Background: an optimization exercise with open tools, aiming at small area. Do not read the settings as production practice. RTL that was checked went through simulation tests only; none was proved equivalent to the original. Only the layout flow was run in run 2; the RTL was not checked for function there.

==> flow/design.v (outline; a module is shown in full before it is edited, if it fits) <==
// module multiplier: 4736 lines
// module fa_cell: 4 lines
// module fa1_cell: 4 lines
// module ha_cell: 4 lines
// module mul_unit: 48 lines
module mul_unit (
    input wire clk,
    input wire A_flag,
    input wire U_flag,
    input wire LongMul,
    input wire [31:0] Rm_data,
    input wire [31:0] Rs_data,
    input wire [31:0] Rn_data,
    input wire [31:0] RdHi_data,
    input wire [31:0] RdLo_data,
    input wire [3:0] cpsr_flags,
    output wire [31:0] result_lo,
    output wire [31:0] result_hi,
    output wire [3:0] flags_out
);
  // ...
==> flow/flow/run.sh <==
#!/bin/bash
set -euo pipefail
bash standard.sh "BUFFER_PORTS_ARGS=-buffer_cell sky130_fd_sc_hd__buf_1" "CTS_ARGS=-sink_clustering_enable -repair_clock_nets -dont_use_dummy_load -buf_list sky130_fd_sc_hd__clkbuf_8" finish > standard_flow.log 2>&1
==> flow/standard.sh <==
#!/bin/bash
# synth_recipe.tcl (not shown) runs the flow's synth.tcl, then flattens the netlist and writes it again
# the make line also repeats each setting of config.mk as NAME=value (left out here)
make -C /OpenROAD-flow-scripts/flow DESIGN_CONFIG=/design/flow/config.mk WORK_HOME=/design/flow/orfs CLKGATE_MAP_FILE= SYNTH_SCRIPT=/design/flow/synth_recipe.tcl "${@:-finish}"
==> flow/config.mk <==
export PLATFORM = sky130hd
export DESIGN_NAME = mul_unit
export DESIGN_NICKNAME = mul_unit
export VERILOG_FILES = /design/flow/design.v
export SDC_FILE = /design/flow/constraint.sdc
export NUM_CORES = 4
export LEC_CHECK = 0
export ABC_AREA = 1
export CAP_MARGIN = 0
export CORE_MARGIN = 2
export CORE_UTILIZATION = 40
export GPL_ROUTABILITY_DRIVEN = 0
export GPL_TIMING_DRIVEN = 0
export SLEW_MARGIN = 0
export SYNTH_HIERARCHICAL = 1
export SYNTH_MINIMUM_KEEP_SIZE = 0
==> flow/constraint.sdc <==
create_clock -name core_clock -period 14.0 [get_ports {clk}]
set_input_delay 2.8000 -clock core_clock [delete_from_list [all_inputs] [get_ports {clk}]]
set_output_delay 2.8000 -clock core_clock [all_outputs]
set_load 0.01 [all_outputs]
==> flow_summary.json, run 1 <==
{
  "diodes": 2,
  "rows": 97,
  "netlist_instances": 2855,
  "die_w_um": 269,
  "min_to": "res_qq[26]",
  "grt_first_pass_wirelength_um": 155000,
  "hpwlAfterDp_um": 85900,
  "path_class": "in -> reg",
  "cts_made_buffers": 17,
  "synth_top_area_share_pct": 39.7,
  "start_util_pct": 40.2,
  "synth-async-reset-ratio_pct": 0,
  "pin_count": 236,
  "grt_max_degree": 17,
  "nNonClkInverters": 158,
  "io_buffers": 231,
  "dr_wl_met2_um": 46100,
  "netlist_area_mm2": 0.0280,
  "synth_enable_flop_cells": 0,
  "max_freq_ghz": 0.0735,
  "post_cts_buffers": 0,
  "initialDrtViolationCount": 3492,
  "critical_path.endpoint": "res_q[63]",
  "fin_nets": 3976,
  "syn_avg_cell_area_um2": 9.81,
  "vias_per_cell": 5.94,
  "min_path_type": "reg -> reg",
  "synthTopCellsByArea": "fa_1 (40%), xor2_1 (18%), o22ai_1 (11%)",
  "root_buffer": "clkbuf_8",
  "die_h_um": 269,
  "crit_family": "adder cells",
  "status": "complete, no violations",
  "post_drt_wl_per_cell_um": 26.4
}
==> run 2: changes to the inputs <==
--- a/flow/design.v
+++ b/flow/design.v
@@ -4141,603 +4141,531 @@
 wire n3574;
 fa_cell u554 (.a(n3566), .b(n3571), .c(n3568), .s(n3573), .co(n3574));
 wire n3575;
 wire n3576;
 fa_cell u555 (.a(n131), .b(n2464), .c(n2430), .s(n3575), .co(n3576));
 wire n3577;
 wire n3578;
 fa_cell u556 (.a(n3570), .b(n3575), .c(n3572), .s(n3577), .co(n3578));
-wire n3579;
-wire n3580;
-ha_cell u557 (.a(n137), .b(Rs_data[1]), .s(n3579), .co(n3580));
+wire n3579 = n137 ^ Rs_data[1];
+wire n3580 = n137 & Rs_data[1];
 wire n3581 = n141 ^ n3580;
-wire n3582 = n141 & n3580;
-wire n3583 = n141 & n3579;
-wire n3584 = n2465 ^ n3582;
-wire n3585 = n2465 & n3582;
-wire n3586 = n2467 ^ n3585;
-wire n3587 = n2467 & n2465;
-wire n3588 = n3587 & n3582;
-wire n3589 = n2471 ^ n3588;
-wire n3590 = n2471 & n3588;
-wire n3591 = n2475 ^ n3590;
-wire n3592 = n2475 & n2471;
-wire n3593 = n3592 & n3588;
-wire n3594 = n2481 ^ n3593;
-wire n3595 = n2481 & n3593;
-wire n3596 = n2487 ^ n3595;
-wire n3597 = n2487 & n2481;
-wire n3598 = n3597 & n3593;
-wire n3599 = n2495 ^ n3598;
-wire n3600 = n2495 & n3598;
-wire n3601 = n2503 ^ n3600;
-wire n3602 = n2503 & n2495;
-wire n3603 = n3602 & n3598;
-wire n3604 = n2513 ^ n3603;
-wire n3605 = n2513 & n3603;
-wire n3606 = n2523 ^ n3605;
-wire n3607 = n2523 & n2513;
-wire n3608 = n3607 & n3603;
-wire n3609;
-wire n3610;
-ha_cell u558 (.a(n2524), .b(n2535), .s(n3609), .co(n3610));
-wire n3611 = n3609 ^ n3608;
-wire n3612 = n3609 & n3608;
-wire n3613 = n3610 | n3612;
-wire n3614 = n2547 ^ n3613;
-wire n3615 = n2547 & n3610;
-wire n3616 = n2547 & n3609;
-wire n3617 = n3616 & n3608;
-wire n3618 = n3615 | n3617;
-wire n3619 = n2561 ^ n3618;
-wire n3620 = n2561 & n3618;
-wire n3621 = n2575 ^ n3620;
-wire n3622 = n2575 & n2561;
-wire n3623 = n3622 & n3618;
-wire n3624 = n2591 ^ n3623;
-wire n3625 = n2591 & n3623;
-wire n3626 = n2607 ^ n3625;
-wire n3627 = n2607 & n2591;
-wire n3628 = n3627 & n3623;
-wire n3629;
-wire n3630;
-ha_cell u559 (.a(n2626), .b(n2643), .s(n3629), .co(n3630));
-wire n3631 = n2625 ^ n3628;
-wire n3632 = n2625 & n3628;
-wire n3633 = n3629 ^ n3632;
-wire n3634 = n3629 & n2625;
-wire n3635 = n3634 & n3628;
-wire n3636 = n3630 | n3635;
-wire n3637 = n2663 ^ n3636;
-wire n3638 = n2663 & n3636;
-wire n3639 = n2683 ^ n3638;
-wire n3640 = n2683 & n2663;
-wire n3641 = n3640 & n3636;
-wire n3642 = n2705 ^ n3641;
-wire n3643 = n2705 & n3641;
-wire n3644 = n2727 ^ n3643;
-wire n3645 = n2727 & n2705;
-wire n3646 = n3645 & n3641;
-wire n3647;
-wire n3648;
-ha_cell u560 (.a(n2728), .b(n2751), .s(n3647), .co(n3648));
-wire n3649 = n3647 ^ n3646;
-wire n3650 = n3647 & n3646;
-wire n3651 = n3648 | n3650;
-wire n3652 = n2775 ^ n3651;
-wire n3653 = n2775 & n3648;
-wire n3654 = n2775 & n3647;
-wire n3655 = n3654 & n3646;
-wire n3656 = n3653 | n3655;
-wire n3657 = n2801 ^ n3656;
-wire n3658 = n2801 & n3656;
-wire n3659 = n2827 ^ n3658;
-wire n3660 = n2827 & n2801;
-wire n3661 = n3660 & n3656;
-wire n3662;
+wire n3582 = n3580 & n141;
+wire n3583 = n2465 ^ n3582;
+wire n3584 = n3582 & n2465;
+wire n3585 = n2467 ^ n3584;
+wire n3586 = n3584 & n2467;
+wire n3587 = n2471 ^ n3586;
+wire n3588 = n3586 & n2471;
+wire n3589 = n2475 ^ n3588;
+wire n3590 = n3588 & n2475;
+wire n3591 = n2481 ^ n3590;
+wire n3592 = n3590 & n2481;
+wire n3593 = n2487 ^ n3592;
+wire n3594 = n3592 & n2487;
+wire n3595 = n2495 ^ n3594;
+wire n3596 = n3594 & n2495;
+wire n3597 = n2503 ^ n3596;
+wire n3598 = n3596 & n2503;
+wire n3599 = n2513 ^ n3598;
+wire n3600 = n3598 & n2513;
+wire n3601 = n2523 ^ n3600;
+wire n3602 = n3600 & n2523;
+wire n3603;
+wire n3604;
+fa_cell u557 (.a(n2524), .b(n2535), .c(n3602), .s(n3603), .co(n3604));
+wire n3605 = n2547 ^ n3604;
+wire n3606 = n3604 & n2547;
+wire n3607 = n2561 ^ n3606;
+wire n3608 = n2561 & n3606;
+wire n3609 = n2575 ^ n3608;
+wire n3610 = n2575 & n2561;
+wire n3611 = n3610 & n3606;
+wire n3612 = n2591 ^ n3611;
+wire n3613 = n2591 & n3611;
+wire n3614 = n2607 ^ n3613;
+wire n3615 = n2607 & n2591;
+wire n3616 = n3615 & n3611;
+wire n3617;
+wire n3618;
+ha_cell u558 (.a(n2626), .b(n2643), .s(n3617), .co(n3618));
+wire n3619 = n2625 ^ n3616;
+wire n3620 = n2625 & n3616;
+wire n3621 = n3617 ^ n3620;
+wire n3622 = n3617 & n2625;
+wire n3623 = n3622 & n3616;
+wire n3624 = n3618 | n3623;
+wire n3625 = n2663 ^ n3624;
+wire n3626 = n2663 & n3624;
+wire n3627 = n2683 ^ n3626;
+wire n3628 = n2683 & n2663;
+wire n3629 = n3628 & n3624;
+wire n3630 = n2705 ^ n3629;
+wire n3631 = n2705 & n3629;
+wire n3632 = n2727 ^ n3631;
+wire n3633 = n2727 & n2705;
+wire n3634 = n3633 & n3629;
+wire n3635;
+wire n3636;
+ha_cell u559 (.a(n2728), .b(n2751), .s(n3635), .co(n3636));
+wire n3637 = n3635 ^ n3634;
+wire n3638 = n3635 & n3634;
+wire n3639 = n3636 | n3638;
+wire n3640 = n2775 ^ n3639;
+wire n3641 = n2775 & n3636;
+wire n3642 = n2775 & n3635;
+wire n3643 = n3642 & n3634;
+wire n3644 = n3641 | n3643;
+wire n3645 = n2801 ^ n3644;
+wire n3646 = n2801 & n3644;
+wire n3647 = n2827 ^ n3646;
+wire n3648 = n2827 & n2801;
+wire n3649 = n3648 & n3644;
+wire n3650;
+wire n3651;
+ha_cell u560 (.a(n2856), .b(n2883), .s(n3650), .co(n3651));
+wire n3652 = n2855 ^ n3649;
+wire n3653 = n2855 & n3649;
+wire n3654 = n3650 ^ n3653;
+wire n3655 = n3650 & n2855;
+wire n3656 = n3655 & n3649;
+wire n3657 = n3651 | n3656;
+wire n3658 = n2913 ^ n3657;
+wire n3659 = n2913 & n3657;
+wire n3660 = n2943 ^ n3659;
+wire n3661 = n2943 & n2913;
+wire n3662 = n3661 & n3657;
 wire n3663;
-ha_cell u561 (.a(n2856), .b(n2883), .s(n3662), .co(n3663));
-wire n3664 = n2855 ^ n3661;
-wire n3665 = n2855 & n3661;
-wire n3666 = n3662 ^ n3665;
-wire n3667 = n3662 & n2855;
-wire n3668 = n3667 & n3661;
-wire n3669 = n3663 | n3668;
-wire n3670 = n2913 ^ n3669;
-wire n3671 = n2913 & n3669;
-wire n3672 = n2943 ^ n3671;
-wire n3673 = n2943 & n2913;
-wire n3674 = n3673 & n3669;
+wire n3664;
+fa_cell u561 (.a(n2944), .b(n2973), .c(n3662), .s(n3663), .co(n3664));
+wire n3665 = n3579 ^ n6;
+wire n3666 = n3579 & n6;
+wire n3667;
+wire n3668;
+fa_cell u562 (.a(n3581), .b(n9), .c(n3666), .s(n3667), .co(n3668));
+wire n3669;
+wire n3670;
+fa_cell u563 (.a(n3583), .b(n12), .c(n3668), .s(n3669), .co(n3670));
+wire n3671;
+wire n3672;
+fa_cell u564 (.a(n3585), .b(n15), .c(n3670), .s(n3671), .co(n3672));
+wire n3673;
+wire n3674;
+fa_cell u565 (.a(n3587), .b(n18), .c(n3672), .s(n3673), .co(n3674));
 wire n3675;
 wire n3676;
-fa_cell u562 (.a(n2944), .b(n2973), .c(n3674), .s(n3675), .co(n3676));
+fa_cell u566 (.a(n3589), .b(n21), .c(n3674), .s(n3675), .co(n3676));
 wire n3677;
 wire n3678;
-ha_cell u563 (.a(n3579), .b(n6), .s(n3677), .co(n3678));
+fa_cell u567 (.a(n3591), .b(n24), .c(n3676), .s(n3677), .co(n3678));
 wire n3679;
 wire n3680;
-ha_cell u564 (.a(n3581), .b(n9), .s(n3679), .co(n3680));
-wire n3681 = n3679 ^ n3678;
-wire n3682 = n3679 & n3678;
-wire n3683 = n3680 | n3682;
-wire n3684 = n3679 & n3677;
+fa_cell u568 (.a(n3593), .b(n27), .c(n3678), .s(n3679), .co(n3680));
+wire n3681;
+wire n3682;
+fa_cell u569 (.a(n3595), .b(n30), .c(n3680), .s(n3681), .co(n3682));
+wire n3683;
+wire n3684;
+fa_cell u570 (.a(n3597), .b(n33), .c(n3682), .s(n3683), .co(n3684));
 wire n3685;
 wire n3686;
-ha_cell u565 (.a(n3584), .b(n12), .s(n3685), .co(n3686));
+fa_cell u571 (.a(n3599), .b(n36), .c(n3684), .s(n3685), .co(n3686));
 wire n3687;
 wire n3688;
-ha_cell u566 (.a(n3586), .b(n15), .s(n3687), .co(n3688));
-wire n3689 = n3685 ^ n3683;
-wire n3690 = n3685 & n3683;
-wire n3691 = n3686 | n3690;
-wire n3692 = n3687 ^ n3691;
-wire n3693 = n3687 & n3686;
-wire n3694 = n3688 | n3693;
-wire n3695 = n3687 & n3685;
-wire n3696 = n3695 & n3683;
-wire n3697 = n3694 | n3696;
-wire n3698;
-wire n3699;
-ha_cell u567 (.a(n3589), .b(n18), .s(n3698), .co(n3699));
-wire n3700;
-wire n3701;
-ha_cell u568 (.a(n3591), .b(n21), .s(n3700), .co(n3701));
-wire n3702 = n3698 ^ n3697;
-wire n3703 = n3698 & n3697;
-wire n3704 = n3699 | n3703;
-wire n3705 = n3700 ^ n3704;
-wire n3706 = n3700 & n3699;
-wire n3707 = n3701 | n3706;
-wire n3708 = n3700 & n3698;
-wire n3709 = n3708 & n3697;
-wire n3710 = n3707 | n3709;
-wire n3711;
-wire n3712;
-ha_cell u569 (.a(n3594), .b(n24), .s(n3711), .co(n3712));
-wire n3713;
-wire n3714;
-ha_cell u570 (.a(n3596), .b(n27), .s(n3713), .co(n3714));
-wire n3715 = n3711 ^ n3710;
-wire n3716 = n3711 & n3710;
-wire n3717 = n3712 | n3716;
-wire n3718 = n3713 ^ n3717;
-wire n3719 = n3713 & n3712;
-wire n3720 = n3714 | n3719;
-wire n3721 = n3713 & n3711;
-wire n3722 = n3721 & n3710;
-wire n3723 = n3720 | n3722;
-wire n3724;
-wire n3725;
-ha_cell u571 (.a(n3599), .b(n30), .s(n3724), .co(n3725));
-wire n3726;
-wire n3727;
-ha_cell u572 (.a(n3601), .b(n33), .s(n3726), .co(n3727));
-wire n3728 = n3724 ^ n3723;
-wire n3729 = n3724 & n3723;
-wire n3730 = n3725 | n3729;
-wire n3731 = n3726 ^ n3730;
-wire n3732 = n3726 & n3725;
-wire n3733 = n3727 | n3732;
-wire n3734 = n3726 & n3724;
-wire n3735 = n3734 & n3723;
-wire n3736 = n3733 | n3735;
-wire n3737;
-wire n3738;
-ha_cell u573 (.a(n3604), .b(n36), .s(n3737), .co(n3738));
-wire n3739;
-wire n3740;
-ha_cell u574 (.a(n3606), .b(n39), .s(n3739), .co(n3740));
-wire n3741 = n3737 ^ n3736;
-wire n3742 = n3737 & n3736;
-wire n3743 = n3738 | n3742;
-wire n3744 = n3739 ^ n3743;
-wire n3745 = n3739 & n3738;
-wire n3746 = n3740 | n3745;
-wire n3747 = n3739 & n3737;
-wire n3748 = n3747 & n3736;
-wire n3749 = n3746 | n3748;
-wire n3750;
-wire n3751;
-ha_cell u575 (.a(n3611), .b(n42), .s(n3750), .co(n3751));
-wire n3752;
-wire n3753;
-ha_cell u576 (.a(n3614), .b(n45), .s(n3752), .co(n3753));
-wire n3754 = n3750 ^ n3749;
-wire n3755 = n3750 & n3749;
-wire n3756 = n3751 | n3755;
-wire n3757 = n3752 ^ n3756;
-wire n3758 = n3752 & n3751;
-wire n3759 = n3753 | n3758;
-wire n3760 = n3752 & n3750;
-wire n3761 = n3760 & n3749;
-wire n3762 = n3759 | n3761;
-wire n3763;
-wire n3764;
-ha_cell u577 (.a(n3619), .b(n48), .s(n3763), .co(n3764));
-wire n3765;
-wire n3766;
-ha_cell u578 (.a(n3621), .b(n51), .s(n3765), .co(n3766));
-wire n3767 = n3763 ^ n3762;
-wire n3768 = n3763 & n3762;
-wire n3769 = n3764 | n3768;
-wire n3770 = n3765 ^ n3769;
-wire n3771 = n3765 & n3764;
-wire n3772 = n3766 | n3771;
-wire n3773 = n3765 & n3763;
-wire n3774 = n3773 & n3762;
-wire n3775 = n3772 | n3774;
-wire n3776;
-wire n3777;
-ha_cell u579 (.a(n3624), .b(n54), .s(n3776), .co(n3777));
-wire n3778;
-wire n3779;
-ha_cell u580 (.a(n3626), .b(n57), .s(n3778), .co(n3779));
-wire n3780 = n3776 ^ n3775;
-wire n3781 = n3776 & n3775;
-wire n3782 = n3777 | n3781;
-wire n3783 = n3778 ^ n3782;
-wire n3784 = n3778 & n3777;
-wire n3785 = n3779 | n3784;
-wire n3786 = n3778 & n3776;
-wire n3787 = n3786 & n3775;
-wire n3788 = n3785 | n3787;
-wire n3789;
-wire n3790;
-ha_cell u581 (.a(n3631), .b(n60), .s(n3789), .co(n3790));
-wire n3791;
-wire n3792;
-ha_cell u582 (.a(n3633), .b(n63), .s(n3791), .co(n3792));
-wire n3793 = n3789 ^ n3788;
-wire n3794 = n3789 & n3788;
-wire n3795 = n3790 | n3794;
-wire n3796 = n3791 ^ n3795;
-wire n3797 = n3791 & n3790;
-wire n3798 = n3792 | n3797;
-wire n3799 = n3791 & n3789;
-wire n3800 = n3799 & n3788;
-wire n3801 = n3798 | n3800;
-wire n3802;
-wire n3803;
-ha_cell u583 (.a(n3637), .b(n66), .s(n3802), .co(n3803));
-wire n3804;
-wire n3805;
-ha_cell u584 (.a(n3639), .b(n69), .s(n3804), .co(n3805));
-wire n3806 = n3802 ^ n3801;
-wire n3807 = n3802 & n3801;
-wire n3808 = n3803 | n3807;
-wire n3809 = n3804 ^ n3808;
-wire n3810 = n3804 & n3803;
-wire n3811 = n3805 | n3810;
-wire n3812 = n3804 & n3802;
-wire n3813 = n3812 & n3801;
-wire n3814 = n3811 | n3813;
+fa_cell u572 (.a(n3601), .b(n39), .c(n3686), .s(n3687), .co(n3688));
+wire n3689;
+wire n3690;
+fa_cell u573 (.a(n3603), .b(n42), .c(n3688), .s(n3689), .co(n3690));
+wire n3691;
+wire n3692;
+fa_cell u574 (.a(n3605), .b(n45), .c(n3690), .s(n3691), .co(n3692));
+wire n3693;
+wire n3694;
+ha_cell u575 (.a(n3607), .b(n48), .s(n3693), .co(n3694));
+wire n3695;
+wire n3696;
+ha_cell u576 (.a(n3609), .b(n51), .s(n3695), .co(n3696));
+wire n3697 = n3693 ^ n3692;
+wire n3698 = n3693 & n3692;
+wire n3699 = n3694 | n3698;
+wire n3700 = n3695 ^ n3699;
+wire n3701 = n3695 & n3694;
+wire n3702 = n3696 | n3701;
+wire n3703 = n3695 & n3693;
+wire n3704 = n3703 & n3692;
+wire n3705 = n3702 | n3704;
+wire n3706;
+wire n3707;
+ha_cell u577 (.a(n3612), .b(n54), .s(n3706), .co(n3707));
+wire n3708;
+wire n3709;
+ha_cell u578 (.a(n3614), .b(n57), .s(n3708), .co(n3709));
+wire n3710 = n3706 ^ n3705;
+wire n3711 = n3706 & n3705;
+wire n3712 = n3707 | n3711;
+wire n3713 = n3708 ^ n3712;
+wire n3714 = n3708 & n3707;
+wire n3715 = n3709 | n3714;
+wire n3716 = n3708 & n3706;
+wire n3717 = n3716 & n3705;
+wire n3718 = n3715 | n3717;
+wire n3719;
+wire n3720;
+ha_cell u579 (.a(n3619), .b(n60), .s(n3719), .co(n3720));
+wire n3721;
+wire n3722;
+ha_cell u580 (.a(n3621), .b(n63), .s(n3721), .co(n3722));
+wire n3723 = n3719 ^ n3718;
+wire n3724 = n3719 & n3718;
+wire n3725 = n3720 | n3724;
+wire n3726 = n3721 ^ n3725;
+wire n3727 = n3721 & n3720;
+wire n3728 = n3722 | n3727;
+wire n3729 = n3721 & n3719;
+wire n3730 = n3729 & n3718;
+wire n3731 = n3728 | n3730;
+wire n3732;
+wire n3733;
+ha_cell u581 (.a(n3625), .b(n66), .s(n3732), .co(n3733));
+wire n3734;
+wire n3735;
+ha_cell u582 (.a(n3627), .b(n69), .s(n3734), .co(n3735));
+wire n3736 = n3732 ^ n3731;
+wire n3737 = n3732 & n3731;
+wire n3738 = n3733 | n3737;
+wire n3739 = n3734 ^ n3738;
+wire n3740 = n3734 & n3733;
+wire n3741 = n3735 | n3740;
+wire n3742 = n3734 & n3732;
+wire n3743 = n3742 & n3731;
+wire n3744 = n3741 | n3743;
+wire n3745;
+wire n3746;
+ha_cell u583 (.a(n3630), .b(n72), .s(n3745), .co(n3746));
+wire n3747;
+wire n3748;
+ha_cell u584 (.a(n3632), .b(n75), .s(n3747), .co(n3748));
+wire n3749 = n3745 ^ n3744;
+wire n3750 = n3745 & n3744;
+wire n3751 = n3746 | n3750;
+wire n3752 = n3747 ^ n3751;
+wire n3753 = n3747 & n3746;
+wire n3754 = n3748 | n3753;
+wire n3755 = n3747 & n3745;
+wire n3756 = n3755 & n3744;
+wire n3757 = n3754 | n3756;
+wire n3758;
+wire n3759;
+ha_cell u585 (.a(n3637), .b(n78), .s(n3758), .co(n3759));
+wire n3760;
+wire n3761;
+ha_cell u586 (.a(n3640), .b(n81), .s(n3760), .co(n3761));
+wire n3762 = n3758 ^ n3757;
+wire n3763 = n3758 & n3757;
+wire n3764 = n3759 | n3763;
+wire n3765 = n3760 ^ n3764;
+wire n3766 = n3760 & n3759;
+wire n3767 = n3761 | n3766;
+wire n3768 = n3760 & n3758;
+wire n3769 = n3768 & n3757;
+wire n3770 = n3767 | n3769;
+wire n3771;
+wire n3772;
+ha_cell u587 (.a(n3645), .b(n84), .s(n3771), .co(n3772));
+wire n3773;
+wire n3774;
+ha_cell u588 (.a(n3647), .b(n87), .s(n3773), .co(n3774));
+wire n3775 = n3771 ^ n3770;
+wire n3776 = n3771 & n3770;
+wire n3777 = n3772 | n3776;
+wire n3778 = n3773 ^ n3777;
+wire n3779 = n3773 & n3772;
+wire n3780 = n3774 | n3779;
+wire n3781 = n3773 & n3771;
+wire n3782 = n3781 & n3770;
+wire n3783 = n3780 | n3782;
+wire n3784;
+wire n3785;
+ha_cell u589 (.a(n3652), .b(n90), .s(n3784), .co(n3785));
+wire n3786;
+wire n3787;
+ha_cell u590 (.a(n3654), .b(n93), .s(n3786), .co(n3787));
+wire n3788 = n3784 ^ n3783;
+wire n3789 = n3784 & n3783;
+wire n3790 = n3785 | n3789;
+wire n3791 = n3786 ^ n3790;
+wire n3792 = n3786 & n3785;
+wire n3793 = n3787 | n3792;
+wire n3794 = n3786 & n3784;
+wire n3795 = n3794 & n3783;
+wire n3796 = n3793 | n3795;
+wire n3797;
+wire n3798;
+ha_cell u591 (.a(n3658), .b(n96), .s(n3797), .co(n3798));
+wire n3799;
+wire n3800;
+ha_cell u592 (.a(n3660), .b(n99), .s(n3799), .co(n3800));
+wire n3801 = n3797 ^ n3796;
+wire n3802 = n3797 & n3796;
+wire n3803 = n3798 | n3802;
+wire n3804 = n3799 ^ n3803;
+wire n3805 = n3799 & n3798;
+wire n3806 = n3800 | n3805;
+wire n3807 = n3799 & n3797;
+wire n3808 = n3807 & n3796;
+wire n3809 = n3806 | n3808;
+wire n3810;
+wire n3811;
+fa_cell u593 (.a(n3663), .b(n100), .c(n3809), .s(n3810), .co(n3811));
+wire n3812;
+wire n3813;
+fa_cell u594 (.a(n3007), .b(n3664), .c(n3811), .s(n3812), .co(n3813));
+wire n3814;
 wire n3815;
-wire n3816;
-ha_cell u585 (.a(n3642), .b(n72), .s(n3815), .co(n3816));
-wire n3817;
-wire n3818;
-ha_cell u586 (.a(n3644), .b(n75), .s(n3817), .co(n3818));
-wire n3819 = n3815 ^ n3814;
-wire n3820 = n3815 & n3814;
-wire n3821 = n3816 | n3820;
-wire n3822 = n3817 ^ n3821;
-wire n3823 = n3817 & n3816;
-wire n3824 = n3818 | n3823;
-wire n3825 = n3817 & n3815;
-wire n3826 = n3825 & n3814;
-wire n3827 = n3824 | n3826;
-wire n3828;
-wire n3829;
-ha_cell u587 (.a(n3649), .b(n78), .s(n3828), .co(n3829));
-wire n3830;
-wire n3831;
-ha_cell u588 (.a(n3652), .b(n81), .s(n3830), .co(n3831));
-wire n3832 = n3828 ^ n3827;
-wire n3833 = n3828 & n3827;
-wire n3834 = n3829 | n3833;
-wire n3835 = n3830 ^ n3834;
-wire n3836 = n3830 & n3829;
-wire n3837 = n3831 | n3836;
-wire n3838 = n3830 & n3828;
-wire n3839 = n3838 & n3827;
-wire n3840 = n3837 | n3839;
-wire n3841;
-wire n3842;
-ha_cell u589 (.a(n3657), .b(n84), .s(n3841), .co(n3842));
-wire n3843;
+ha_cell u595 (.a(n3042), .b(n3073), .s(n3814), .co(n3815));
+wire n3816 = n3041 ^ n3813;
+wire n3817 = n3041 & n3813;
+wire n3818 = n3814 ^ n3817;
+wire n3819 = n3814 & n3041;
+wire n3820 = n3819 & n3813;
+wire n3821 = n3815 | n3820;
+wire n3822;
+wire n3823;
+ha_cell u596 (.a(n3106), .b(n3135), .s(n3822), .co(n3823));
+wire n3824 = n3105 ^ n3821;
+wire n3825 = n3105 & n3821;
+wire n3826 = n3822 ^ n3825;
+wire n3827 = n3822 & n3105;
+wire n3828 = n3827 & n3815;
+wire n3829 = n3823 | n3828;
+wire n3830 = n3827 & n3819;
+wire n3831 = n3830 & n3813;
+wire n3832 = n3829 | n3831;
+wire n3833;
+wire n3834;
+ha_cell u597 (.a(n3166), .b(n3193), .s(n3833), .co(n3834));
+wire n3835 = n3165 ^ n3832;
+wire n3836 = n3165 & n3832;
+wire n3837 = n3833 ^ n3836;
+wire n3838 = n3833 & n3165;
+wire n3839 = n3838 & n3829;
+wire n3840 = n3834 | n3839;
+wire n3841 = n3838 & n3830;
+wire n3842 = n3841 & n3813;
+wire n3843 = n3840 | n3842;
 wire n3844;
-ha_cell u590 (.a(n3659), .b(n87), .s(n3843), .co(n3844));
-wire n3845 = n3841 ^ n3840;
-wire n3846 = n3841 & n3840;
-wire n3847 = n3842 | n3846;
-wire n3848 = n3843 ^ n3847;
-wire n3849 = n3843 & n3842;
-wire n3850 = n3844 | n3849;
-wire n3851 = n3843 & n3841;
-wire n3852 = n3851 & n3840;
-wire n3853 = n3850 | n3852;
-wire n3854;
+wire n3845;
+ha_cell u598 (.a(n3222), .b(n3247), .s(n3844), .co(n3845));
+wire n3846 = n3221 ^ n3843;
+wire n3847 = n3221 & n3843;
+wire n3848 = n3844 ^ n3847;
+wire n3849 = n3844 & n3221;
+wire n3850 = n3849 & n3840;
+wire n3851 = n3845 | n3850;
+wire n3852 = n3849 & n3841;
+wire n3853 = n3852 & n3813;
+wire n3854 = n3851 | n3853;
 wire n3855;
-ha_cell u591 (.a(n3664), .b(n90), .s(n3854), .co(n3855));
 wire n3856;
-wire n3857;
-ha_cell u592 (.a(n3666), .b(n93), .s(n3856), .co(n3857));
-wire n3858 = n3854 ^ n3853;
-wire n3859 = n3854 & n3853;
-wire n3860 = n3855 | n3859;
-wire n3861 = n3856 ^ n3860;
-wire n3862 = n3856 & n3855;
-wire n3863 = n3857 | n3862;
-wire n3864 = n3856 & n3854;
-wire n3865 = n3864 & n3853;
-wire n3866 = n3863 | n3865;
+ha_cell u599 (.a(n3274), .b(n3297), .s(n3855), .co(n3856));
+wire n3857 = n3273 ^ n3854;
+wire n3858 = n3273 & n3854;
+wire n3859 = n3855 ^ n3858;
+wire n3860 = n3855 & n3273;
+wire n3861 = n3860 & n3851;
+wire n3862 = n3856 | n3861;
+wire n3863 = n3860 & n3852;
+wire n3864 = n3863 & n3813;
+wire n3865 = n3862 | n3864;
+wire n3866;
 wire n3867;
-wire n3868;
-ha_cell u593 (.a(n3670), .b(n96), .s(n3867), .co(n3868));
-wire n3869;
-wire n3870;
-ha_cell u594 (.a(n3672), .b(n99), .s(n3869), .co(n3870));
-wire n3871 = n3867 ^ n3866;
-wire n3872 = n3867 & n3866;
-wire n3873 = n3868 | n3872;
-wire n3874 = n3869 ^ n3873;
-wire n3875 = n3869 & n3868;
-wire n3876 = n3870 | n3875;
-wire n3877 = n3869 & n3867;
-wire n3878 = n3877 & n3866;
-wire n3879 = n3876 | n3878;
-wire n3880;
-wire n3881;
-fa_cell u595 (.a(n3675), .b(n100), .c(n3879), .s(n3880), .co(n3881));
-wire n3882;
-wire n3883;
-fa_cell u596 (.a(n3007), .b(n3676), .c(n3881), .s(n3882), .co(n3883));
-wire n3884;
-wire n3885;
-ha_cell u597 (.a(n3042), .b(n3073), .s(n3884), .co(n3885));
-wire n3886 = n3041 ^ n3883;
-wire n3887 = n3041 & n3883;
-wire n3888 = n3884 ^ n3887;
-wire n3889 = n3884 & n3041;
-wire n3890 = n3889 & n3883;
-wire n3891 = n3885 | n3890;
-wire n3892;
-wire n3893;
-ha_cell u598 (.a(n3106), .b(n3135), .s(n3892), .co(n3893));
-wire n3894 = n3105 ^ n3891;
-wire n3895 = n3105 & n3891;
-wire n3896 = n3892 ^ n3895;
-wire n3897 = n3892 & n3105;
-wire n3898 = n3897 & n3885;
-wire n3899 = n3893 | n3898;
-wire n3900 = n3897 & n3889;
-wire n3901 = n3900 & n3883;
-wire n3902 = n3899 | n3901;
-wire n3903;
-wire n3904;
-ha_cell u599 (.a(n3166), .b(n3193), .s(n3903), .co(n3904));
-wire n3905 = n3165 ^ n3902;
-wire n3906 = n3165 & n3902;
-wire n3907 = n3903 ^ n3906;
-wire n3908 = n3903 & n3165;
-wire n3909 = n3908 & n3899;
-wire n3910 = n3904 | n3909;
-wire n3911 = n3908 & n3900;
-wire n3912 = n3911 & n3883;
-wire n3913 = n3910 | n3912;
-wire n3914;
-wire n3915;
-ha_cell u600 (.a(n3222), .b(n3247), .s(n3914), .co(n3915));
-wire n3916 = n3221 ^ n3913;
-wire n3917 = n3221 & n3913;
-wire n3918 = n3914 ^ n3917;
-wire n3919 = n3914 & n3221;
-wire n3920 = n3919 & n3910;
-wire n3921 = n3915 | n3920;
-wire n3922 = n3919 & n3911;
-wire n3923 = n3922 & n3883;
-wire n3924 = n3921 | n3923;
-wire n3925;
-wire n3926;
-ha_cell u601 (.a(n3274), .b(n3297), .s(n3925), .co(n3926));
-wire n3927 = n3273 ^ n3924;
-wire n3928 = n3273 & n3924;
-wire n3929 = n3925 ^ n3928;
-wire n3930 = n3925 & n3273;
-wire n3931 = n3930 & n3921;
-wire n3932 = n3926 | n3931;
-wire n3933 = n3930 & n3922;
-wire n3934 = n3933 & n3883;
-wire n3935 = n3932 | n3934;
-wire n3936;
-wire n3937;
-ha_cell u602 (.a(n3322), .b(n3343), .s(n3936), .co(n3937));
-wire n3938 = n3321 ^ n3935;
-wire n3939 = n3321 & n3935;
-wire n3940 = n3936 ^ n3939;
-wire n3941 = n3936 & n3321;
-wire n3942 = n3941 & n3932;
-wire n3943 = n3937 | n3942;
-wire n3944 = n3941 & n3933;
-wire n3945 = n3944 & n3883;
-wire n3946 = n3943 | n3945;
-wire n3947;
-wire n3948;
-ha_cell u603 (.a(n3366), .b(n3385), .s(n3947), .co(n3948));
-wire n3949 = n3365 ^ n3946;
-wire n3950 = n3365 & n3946;
-wire n3951 = n3947 ^ n3950;
-wire n3952 = n3947 & n3365;
-wire n3953 = n3952 & n3943;
-wire n3954 = n3948 | n3953;
-wire n3955 = n3952 & n3944;
-wire n3956 = n3955 & n3883;
-wire n3957 = n3954 | n3956;
-wire n3958;
-wire n3959;
-ha_cell u604 (.a(n3406), .b(n3423), .s(n3958), .co(n3959));
-wire n3960 = n3405 ^ n3957;
-wire n3961 = n3405 & n3957;
-wire n3962 = n3958 ^ n3961;
-wire n3963 = n3958 & n3405;
-wire n3964 = n3963 & n3954;
-wire n3965 = n3959 | n3964;
-wire n3966 = n3963 & n3955;
-wire n3967 = n3966 & n3883;
-wire n3968 = n3965 | n3967;
-wire n3969;
-wire n3970;
-ha_cell u605 (.a(n3442), .b(n3457), .s(n3969), .co(n3970));
-wire n3971 = n3441 ^ n3968;
-wire n3972 = n3441 & n3968;
-wire n3973 = n3969 ^ n3972;
-wire n3974 = n3969 & n3441;
-wire n3975 = n3974 & n3965;
-wire n3976 = n3970 | n3975;
-wire n3977 = n3974 & n3966;
-wire n3978 = n3977 & n3883;
-wire n3979 = n3976 | n3978;
-wire n3980;
-wire n3981;
-ha_cell u606 (.a(n3474), .b(n3487), .s(n3980), .co(n3981));
-wire n3982 = n3473 ^ n3979;
-wire n3983 = n3473 & n3979;
-wire n3984 = n3980 ^ n3983;
-wire n3985 = n3980 & n3473;
-wire n3986 = n3985 & n3976;
-wire n3987 = n3981 | n3986;
-wire n3988 = n3985 & n3977;
-wire n3989 = n3988 & n3883;
-wire n3990 = n3987 | n3989;
-wire n3991;
-wire n3992;
-ha_cell u607 (.a(n3502), .b(n3513), .s(n3991), .co(n3992));
-wire n3993 = n3501 ^ n3990;
-wire n3994 = n3501 & n3990;
-wire n3995 = n3991 ^ n3994;
-wire n3996 = n3991 & n3501;
-wire n3997 = n3996 & n3987;
-wire n3998 = n3992 | n3997;
-wire n3999 = n3996 & n3988;
-wire n4000 = n3999 & n3883;
-wire n4001 = n3998 | n4000;
-wire n4002;
-wire n4003;
-ha_cell u608 (.a(n3526), .b(n3535), .s(n4002), .co(n4003));
-wire n4004 = n3525 ^ n4001;
-wire n4005 = n3525 & n4001;
-wire n4006 = n4002 ^ n4005;
-wire n4007 = n4002 & n3525;
-wire n4008 = n4007 & n3998;
-wire n4009 = n4003 | n4008;
-wire n4010 = n4007 & n3999;
-wire n4011 = n4010 & n3883;
-wire n4012 = n4009 | n4011;
-wire n4013;
-wire n4014;
-ha_cell u609 (.a(n3546), .b(n3553), .s(n4013), .co(n4014));
-wire n4015 = n3545 ^ n4012;
-wire n4016 = n3545 & n4012;
-wire n4017 = n4013 ^ n4016;
-wire n4018 = n4013 & n3545;
-wire n4019 = n4018 & n4009;
-wire n4020 = n4014 | n4019;
-wire n4021 = n4018 & n4010;
-wire n4022 = n4021 & n3883;
-wire n4023 = n4020 | n4022;
-wire n4024;
-wire n4025;
-ha_cell u610 (.a(n3562), .b(n3567), .s(n4024), .co(n4025));
-wire n4026 = n3561 ^ n4023;
-wire n4027 = n3561 & n4023;
-wire n4028 = n4024 ^ n4027;
-wire n4029 = n4024 & n3561;
-wire n4030 = n4029 & n4020;
-wire n4031 = n4025 | n4030;
-wire n4032 = n4029 & n4021;
-wire n4033 = n4032 & n3883;
-wire n4034 = n4031 | n4033;
-wire n4035;
-wire n4036;
-ha_cell u611 (.a(n3574), .b(n3577), .s(n4035), .co(n4036));
-wire n4037 = n3573 ^ n4034;
-wire n4038 = n3573 & n4034;
-wire n4039 = n4035 ^ n4038;
-wire n4040 = n4035 & n3573;
-wire n4041 = n4040 & n4031;
-wire n4042 = n4036 | n4041;
-wire n4043 = n4040 & n4032;
-wire n4044 = n4043 & n3883;
-wire n4045 = n4042 | n4044;
-assign res[0] = n3677;
-assign res[1] = n3681;
-assign res[2] = n3689;
-assign res[3] = n3692;
-assign res[4] = n3702;
-assign res[5] = n3705;
-assign res[6] = n3715;
-assign res[7] = n3718;
-assign res[8] = n3728;
-assign res[9] = n3731;
-assign res[10] = n3741;
-assign res[11] = n3744;
-assign res[12] = n3754;
-assign res[13] = n3757;
-assign res[14] = n3767;
-assign res[15] = n3770;
-assign res[16] = n3780;
-assign res[17] = n3783;
-assign res[18] = n3793;
-assign res[19] = n3796;
-assign res[20] = n3806;
-assign res[21] = n3809;
-assign res[22] = n3819;
-assign res[23] = n3822;
-assign res[24] = n3832;
-assign res[25] = n3835;
-assign res[26] = n3845;
-assign res[27] = n3848;
-assign res[28] = n3858;
-assign res[29] = n3861;
-assign res[30] = n3871;
-assign res[31] = n3874;
-assign res[32] = n3880;
-assign res[33] = n3882;
-assign res[34] = n3886;
-assign res[35] = n3888;
-assign res[36] = n3894;
-assign res[37] = n3896;
-assign res[38] = n3905;
-assign res[39] = n3907;
-assign res[40] = n3916;
-assign res[41] = n3918;
-assign res[42] = n3927;
-assign res[43] = n3929;
-assign res[44] = n3938;
-assign res[45] = n3940;
-assign res[46] = n3949;
-assign res[47] = n3951;
-assign res[48] = n3960;
-assign res[49] = n3962;
-assign res[50] = n3971;
-assign res[51] = n3973;
-assign res[52] = n3982;
-assign res[53] = n3984;
-assign res[54] = n3993;
-assign res[55] = n3995;
-assign res[56] = n4004;
-assign res[57] = n4006;
-assign res[58] = n4015;
-assign res[59] = n4017;
-assign res[60] = n4026;
-assign res[61] = n4028;
-assign res[62] = n4037;
-assign res[63] = n4039;
-assign prod32 = n3675;
+ha_cell u600 (.a(n3322), .b(n3343), .s(n3866), .co(n3867));
+wire n3868 = n3321 ^ n3865;
+wire n3869 = n3321 & n3865;
+wire n3870 = n3866 ^ n3869;
+wire n3871 = n3866 & n3321;
+wire n3872 = n3871 & n3862;
+wire n3873 = n3867 | n3872;
+wire n3874 = n3871 & n3863;
+wire n3875 = n3874 & n3813;
+wire n3876 = n3873 | n3875;
+wire n3877;
+wire n3878;
+ha_cell u601 (.a(n3366), .b(n3385), .s(n3877), .co(n3878));
+wire n3879 = n3365 ^ n3876;
+wire n3880 = n3365 & n3876;
+wire n3881 = n3877 ^ n3880;
+wire n3882 = n3877 & n3365;
+wire n3883 = n3882 & n3873;
+wire n3884 = n3878 | n3883;
+wire n3885 = n3882 & n3874;
+wire n3886 = n3885 & n3813;
+wire n3887 = n3884 | n3886;
+wire n3888;
+wire n3889;
+ha_cell u602 (.a(n3406), .b(n3423), .s(n3888), .co(n3889));
+wire n3890 = n3405 ^ n3887;
+wire n3891 = n3405 & n3887;
+wire n3892 = n3888 ^ n3891;
+wire n3893 = n3888 & n3405;
+wire n3894 = n3893 & n3884;
+wire n3895 = n3889 | n3894;
+wire n3896 = n3893 & n3885;
+wire n3897 = n3896 & n3813;
+wire n3898 = n3895 | n3897;
+wire n3899;
+wire n3900;
+ha_cell u603 (.a(n3442), .b(n3457), .s(n3899), .co(n3900));
+wire n3901 = n3441 ^ n3898;
+wire n3902 = n3441 & n3898;
+wire n3903 = n3899 ^ n3902;
+wire n3904 = n3899 & n3441;
+wire n3905 = n3904 & n3895;
+wire n3906 = n3900 | n3905;
+wire n3907 = n3904 & n3896;
+wire n3908 = n3907 & n3813;
+wire n3909 = n3906 | n3908;
+wire n3910;
+wire n3911;
+ha_cell u604 (.a(n3474), .b(n3487), .s(n3910), .co(n3911));
+wire n3912 = n3473 ^ n3909;
+wire n3913 = n3473 & n3909;
+wire n3914 = n3910 ^ n3913;
+wire n3915 = n3910 & n3473;
+wire n3916 = n3915 & n3906;
+wire n3917 = n3911 | n3916;
+wire n3918 = n3915 & n3907;
+wire n3919 = n3918 & n3813;
+wire n3920 = n3917 | n3919;
+wire n3921;
+wire n3922;
+ha_cell u605 (.a(n3502), .b(n3513), .s(n3921), .co(n3922));
+wire n3923 = n3501 ^ n3920;
+wire n3924 = n3501 & n3920;
+wire n3925 = n3921 ^ n3924;
+wire n3926 = n3921 & n3501;
+wire n3927 = n3926 & n3917;
+wire n3928 = n3922 | n3927;
+wire n3929 = n3926 & n3918;
+wire n3930 = n3929 & n3813;
+wire n3931 = n3928 | n3930;
+wire n3932;
+wire n3933;
+ha_cell u606 (.a(n3526), .b(n3535), .s(n3932), .co(n3933));
+wire n3934 = n3525 ^ n3931;
+wire n3935 = n3525 & n3931;
+wire n3936 = n3932 ^ n3935;
+wire n3937 = n3932 & n3525;
+wire n3938 = n3937 & n3928;
+wire n3939 = n3933 | n3938;
+wire n3940 = n3937 & n3929;
+wire n3941 = n3940 & n3813;
+wire n3942 = n3939 | n3941;
+wire n3943;
+wire n3944;
+ha_cell u607 (.a(n3546), .b(n3553), .s(n3943), .co(n3944));
+wire n3945 = n3545 ^ n3942;
+wire n3946 = n3545 & n3942;
+wire n3947 = n3943 ^ n3946;
+wire n3948 = n3943 & n3545;
+wire n3949 = n3948 & n3939;
+wire n3950 = n3944 | n3949;
+wire n3951 = n3948 & n3940;
+wire n3952 = n3951 & n3813;
+wire n3953 = n3950 | n3952;
+wire n3954;
+wire n3955;
+ha_cell u608 (.a(n3562), .b(n3567), .s(n3954), .co(n3955));
+wire n3956 = n3561 ^ n3953;
+wire n3957 = n3561 & n3953;
+wire n3958 = n3954 ^ n3957;
+wire n3959 = n3954 & n3561;
+wire n3960 = n3959 & n3950;
+wire n3961 = n3955 | n3960;
+wire n3962 = n3959 & n3951;
+wire n3963 = n3962 & n3813;
+wire n3964 = n3961 | n3963;
+wire n3965;
+wire n3966;
+ha_cell u609 (.a(n3574), .b(n3577), .s(n3965), .co(n3966));
+wire n3967 = n3573 ^ n3964;
+wire n3968 = n3573 & n3964;
+wire n3969 = n3965 ^ n3968;
+wire n3970 = n3965 & n3573;
+wire n3971 = n3970 & n3961;
+wire n3972 = n3966 | n3971;
+wire n3973 = n3970 & n3962;
+wire n3974 = n3973 & n3813;
+wire n3975 = n3972 | n3974;
+assign res[0] = n3665;
+assign res[1] = n3667;
+assign res[2] = n3669;
+assign res[3] = n3671;
+assign res[4] = n3673;
+assign res[5] = n3675;
+assign res[6] = n3677;
+assign res[7] = n3679;
+assign res[8] = n3681;
+assign res[9] = n3683;
+assign res[10] = n3685;
+assign res[11] = n3687;
+assign res[12] = n3689;
+assign res[13] = n3691;
+assign res[14] = n3697;
+assign res[15] = n3700;
+assign res[16] = n3710;
+assign res[17] = n3713;
+assign res[18] = n3723;
+assign res[19] = n3726;
+assign res[20] = n3736;
+assign res[21] = n3739;
+assign res[22] = n3749;
+assign res[23] = n3752;
+assign res[24] = n3762;
+assign res[25] = n3765;
+assign res[26] = n3775;
+assign res[27] = n3778;
+assign res[28] = n3788;
+assign res[29] = n3791;
+assign res[30] = n3801;
+assign res[31] = n3804;
+assign res[32] = n3810;
+assign res[33] = n3812;
+assign res[34] = n3816;
+assign res[35] = n3818;
+assign res[36] = n3824;
+assign res[37] = n3826;
+assign res[38] = n3835;
+assign res[39] = n3837;
+assign res[40] = n3846;
+assign res[41] = n3848;
+assign res[42] = n3857;
+assign res[43] = n3859;
+assign res[44] = n3868;
+assign res[45] = n3870;
+assign res[46] = n3879;
+assign res[47] = n3881;
+assign res[48] = n3890;
+assign res[49] = n3892;
+assign res[50] = n3901;
+assign res[51] = n3903;
+assign res[52] = n3912;
+assign res[53] = n3914;
+assign res[54] = n3923;
+assign res[55] = n3925;
+assign res[56] = n3934;
+assign res[57] = n3936;
+assign res[58] = n3945;
+assign res[59] = n3947;
+assign res[60] = n3956;
+assign res[61] = n3958;
+assign res[62] = n3967;
+assign res[63] = n3969;
+assign prod32 = n3663;
 endmodule
 module fa_cell (input wire a, input wire b, input wire c, output wire s, output wire co);
 assign s = a ^ b ^ c;
 assign co = (a & b) | (c & (a ^ b));
 endmodule
 module fa1_cell (input wire a, input wire b, output wire s, output wire co);
 assign s = ~(a ^ b);
 assign co = a | b;
==> flow/config.mk (replaced) <==
export PLATFORM = sky130hd
export DESIGN_NAME = mul_unit
export DESIGN_NICKNAME = mul_unit
export VERILOG_FILES = /design/flow/design.v
export SDC_FILE = /design/flow/constraint.sdc
export NUM_CORES = 4
export LEC_CHECK = 0
export ABC_AREA = 1
export CAP_MARGIN = 20
export CORE_MARGIN = 2
export CORE_UTILIZATION = 40
export SLEW_MARGIN = 20
export SYNTH_HIERARCHICAL = 1
export SYNTH_MINIMUM_KEEP_SIZE = 0
==> run 2 against run 1 <==
Clock-buffer cell count stayed put. Fmax is 2.6% higher. Synthesized cell count fell by 3.0%. Cell count down 8.4%. Via count shrank 6.5%.
==> flow_summary.json, run 2 <==
{
  "status": "complete, no violations",
  "synth_top_area_share_pct": 41.3,
  "synthTopCellsByArea": "fa_1 (41%), xor2_1 (18%), o22ai_1 (12%)",
  "dr_total_vias": 22500,
  "max_stage_delay_ns": 0.51,
  "period_share_pct": 94.7,
  "critical_path.slowest_cell": "fa_1",
  "path_class": "in -> reg",
  "drt_wl_total_um": 94700,
  "grt_max_degree": 37,
  "hold_viol": 0,
  "setup_viol": 0,
  "multi_input_area_mm2": 0.0230,
  "cts_num_sinks": 134,
  "critPathMaxFanout": 17,
  "die_h_um": 267,
  "layout_commonest_cell": "fa_1",
  "clkTransAtPathRegs_ns": 0.09,
  "io_buffers": 232,
  "antenna_found_initial": 3,
  "drive_gt1_share_pct": 8.11,
  "max_freq_ghz": 0.0754,
  "post_drt_wl_per_cell_um": 25.5,
  "cp_common_cell": "nand2_2",
  "r2r_setup_slack_ns": 13.57,
  "rows": 96,
  "worst_pin_slew_ns": 0.892,
  "fillCellCount": 6606,
  "regArea_mm2": 0.00268,
  "root_buffer": "clkbuf_8",
  "drtPass1Iterations": 8,
  "grt_overflow": 0,
  "vias_per_cell": 6.06,
  "grt_pass1_vias": 23900,
  "setup.worst_path.start": "Rs_data[1]",
  "synth-seq-cells": 134,
  "worstRegToRegCells": 0,
  "netlist_instances": 2768,
  "drv_slew": 0,
  "startpoint_type": "input port",
  "worstReg2RegStart": "res_q[12]",
  "yosysMostFrequentCell": "fa_1",
  "core_area_mm2": 0.0685,
  "clock_skew_ns": 0.0238,
  "place_inst": 3702,
  "route.detailed.drc": 0,
  "finalCoreUtilization_pct": 43.2,
  "ys_top_cells_by_count": "fa_1 (569), xor2_1 (568), o22ai_1 (511), clkbuf_1 (187), inv_1 (145)",
  "min_path_type": "reg -> reg",
  "crit_path_end_kind": "flop",
  "tritoncts": "yes",
  "start_util_pct": 40.3,
  "r2r_end": "res_qq[12]",
  "die-area_mm2": 0.0711,
  "grt_first_pass_wirelength_um": 144000,
  "seq_area_frac_synth_pct": 9.72,
  "clockBufferDepth": 2,
  "cts_htree_levels": 4,
  "ys_warn_count": 7,
  "synth-async-reset-ratio_pct": 0,
  "synth_ff_type": "dfxtp_1",
  "ant_nets": 0,
  "final_cell_count_no_fill": 3720,
  "synth_enable_flop_cells": 0,
  "fin_crit_ns": 13.26,
  "syn_avg_cell_area_um2": 9.97,
  "setup_tns_ns": 0,
  "crit_required_ns": 14.42,
  "top_regs": "res_q (64), res_qq (64)",
  "cap_violations": 0,
  "pin_count": 236,
  "hpwlAfterDp_um": 70200,
  "insertion_delay_ns": 0.55,
  "cts_hold_buf": 0,
  "fin_nets": 3694,
  "rsz0062_at_grt": "false",
  "gp_congestion": 0.981,
  "netlist_area_mm2": 0.0276,
  "initialDrtViolationCount": 2658,
  "final_cell_mix": "fa_1 (569), xor2_1 (568), o22ai_1 (510)",
  "critical_path.endpoint": "res_q[63]",
  "die_w_um": 267,
  "grt_util_all_layers_pct": 26.8,
  "synth_top_area_cell": "fa_1",
  "synth_cell_types": 28,
  "critPathArrivalTime_ns": 13.68,
  "synthToLayoutAreaGrowth_pct": 7.04,
  "cts_made_buffers": 17,
  "relSlewSlack_pct": 40.4
}
[run 2: worst min-delay path by stage]
stage          depth (start not counted)         end  slack (ns)       from
3_5_place_dp                           0  res_qq[63]        0.31  res_q[63]
6_report                               0   res_qq[4]        0.30   res_q[4]
2_1_floorplan                          0        c_qq        0.31        c_q
4_1_cts                                0   res_qq[4]        0.30   res_q[4]
3_3_place_gp                           0  res_qq[21]        0.31  res_q[21]
5_1_grt                                0   res_qq[4]        0.31   res_q[4]
[run 2: cells by family after synthesis]
| group | Yosys count | synth area share [%] |
|---|---|---|
| xor+xnor | 576 | 18.3 |
| simple gates | 316 | 4.90 |
| other cells | 1 | 0.0136 |
| flops | 134 | 9.72 |
| mux | 15 | 0.544 |
| fa+ha+maj | 687 | 46.6 |
| compound gates | 548 | 12.3 |
| buf+inv | 491 | 7.57 |
[run 2: Yosys stat by module (local to each module, per instance)]
module	cells inside	times used	flops+latches	area (um2)
fa_cell	1	569	0	20.0
mul_unit	196	1	134	2940
multiplier	1962	1	0	12800
ha_cell	1	41	0	12.5
[run 2: layer usage]
metal	track usage, %	routed length, um	up-vias
li1	-	-	9259
met1	34.0	36000	11300
met2	43.2	43900	1668
met3	7.35	10700	320
met4	11.1	4080	4
met5	0.416	26	-
[run 2: stage by stage]
step / area (um2) / worst slack, ns / hold WS (ns)
after floorplan: 27700 / 0.716 / 0.310
after global placement: 29300 / 0.0835 / 0.312
after detailed placement: 29300 / 0.107 / 0.312
after CTS: 29500 / 0.649 / 0.302
after global routing: 29500 / 0.0273 / 0.314
final: 29500 / 0.737 / 0.304
[run 2: layout make-up]
cell class,count,share of cell area (%)
Clock buffer,17,0.792
Inverter,146,1.85
Timing Repair Buffer,382,6.84
Antenna cell,1,0.00847
Multi-Input combinational cell,2158,77.7
Sequential cell,134,9.08
Tap cell,882,3.74
[run 2: what timing repair did]
| action | in CTS | in global routing |
|---|---|---|
| setup buffers | 0 | 0 |
| setup endpoints to repair | 0 | 4 |
| hold endpoints to repair | 0 | 0 |
| gates resized for setup | 0 | 4 |
[run 2: worst max-delay path, delay by kind of cell]
kind / cells / cell delay (ns)
AND/OR/NAND/NOR: 27 / 2.19
multiplexers: 1 / 0.21
XOR/XNOR: 3 / 0.64
AO/OA/AOI/OAI: 6 / 0.94
buffers and inverters: 4 / 0.73
adder cells (fa/ha/maj): 17 / 6.17

-- static timing again, ports no longer ideal --
No port has a modelled driver above. Below, the same layouts with a new extraction and two added sets of constraints.
Step 1: set_driving_cell puts a clkbuf_16 on clk and a buf_2 on each other input, an assumption about the parent block.
Step 2 adds t to the input delays and takes it off the output delays; t is the mean of the earliest and latest rising clock arrival at the registers after step 1. Input paths then give back, and output paths get back, about the clock's delay inside the block.
Three values: ideal, step 1, step 2; two values: the first two.
| run | shift t [ns] | setup WS [ns] | worst setup path after step 2 |
|---|---|---|---|
| run 1 | 0.613 | 0.398 / 0.425 / -0.189 | input to register |
| run 2 | 0.593 | 0.737 / 0.761 / 0.167 | input to register |
With both steps, setup timing fails in run 1, where it was met with ideal ports. The setup slack of run 1, which loses most, moves by +0.027 ns with the drivers and by -0.587 ns with both steps.
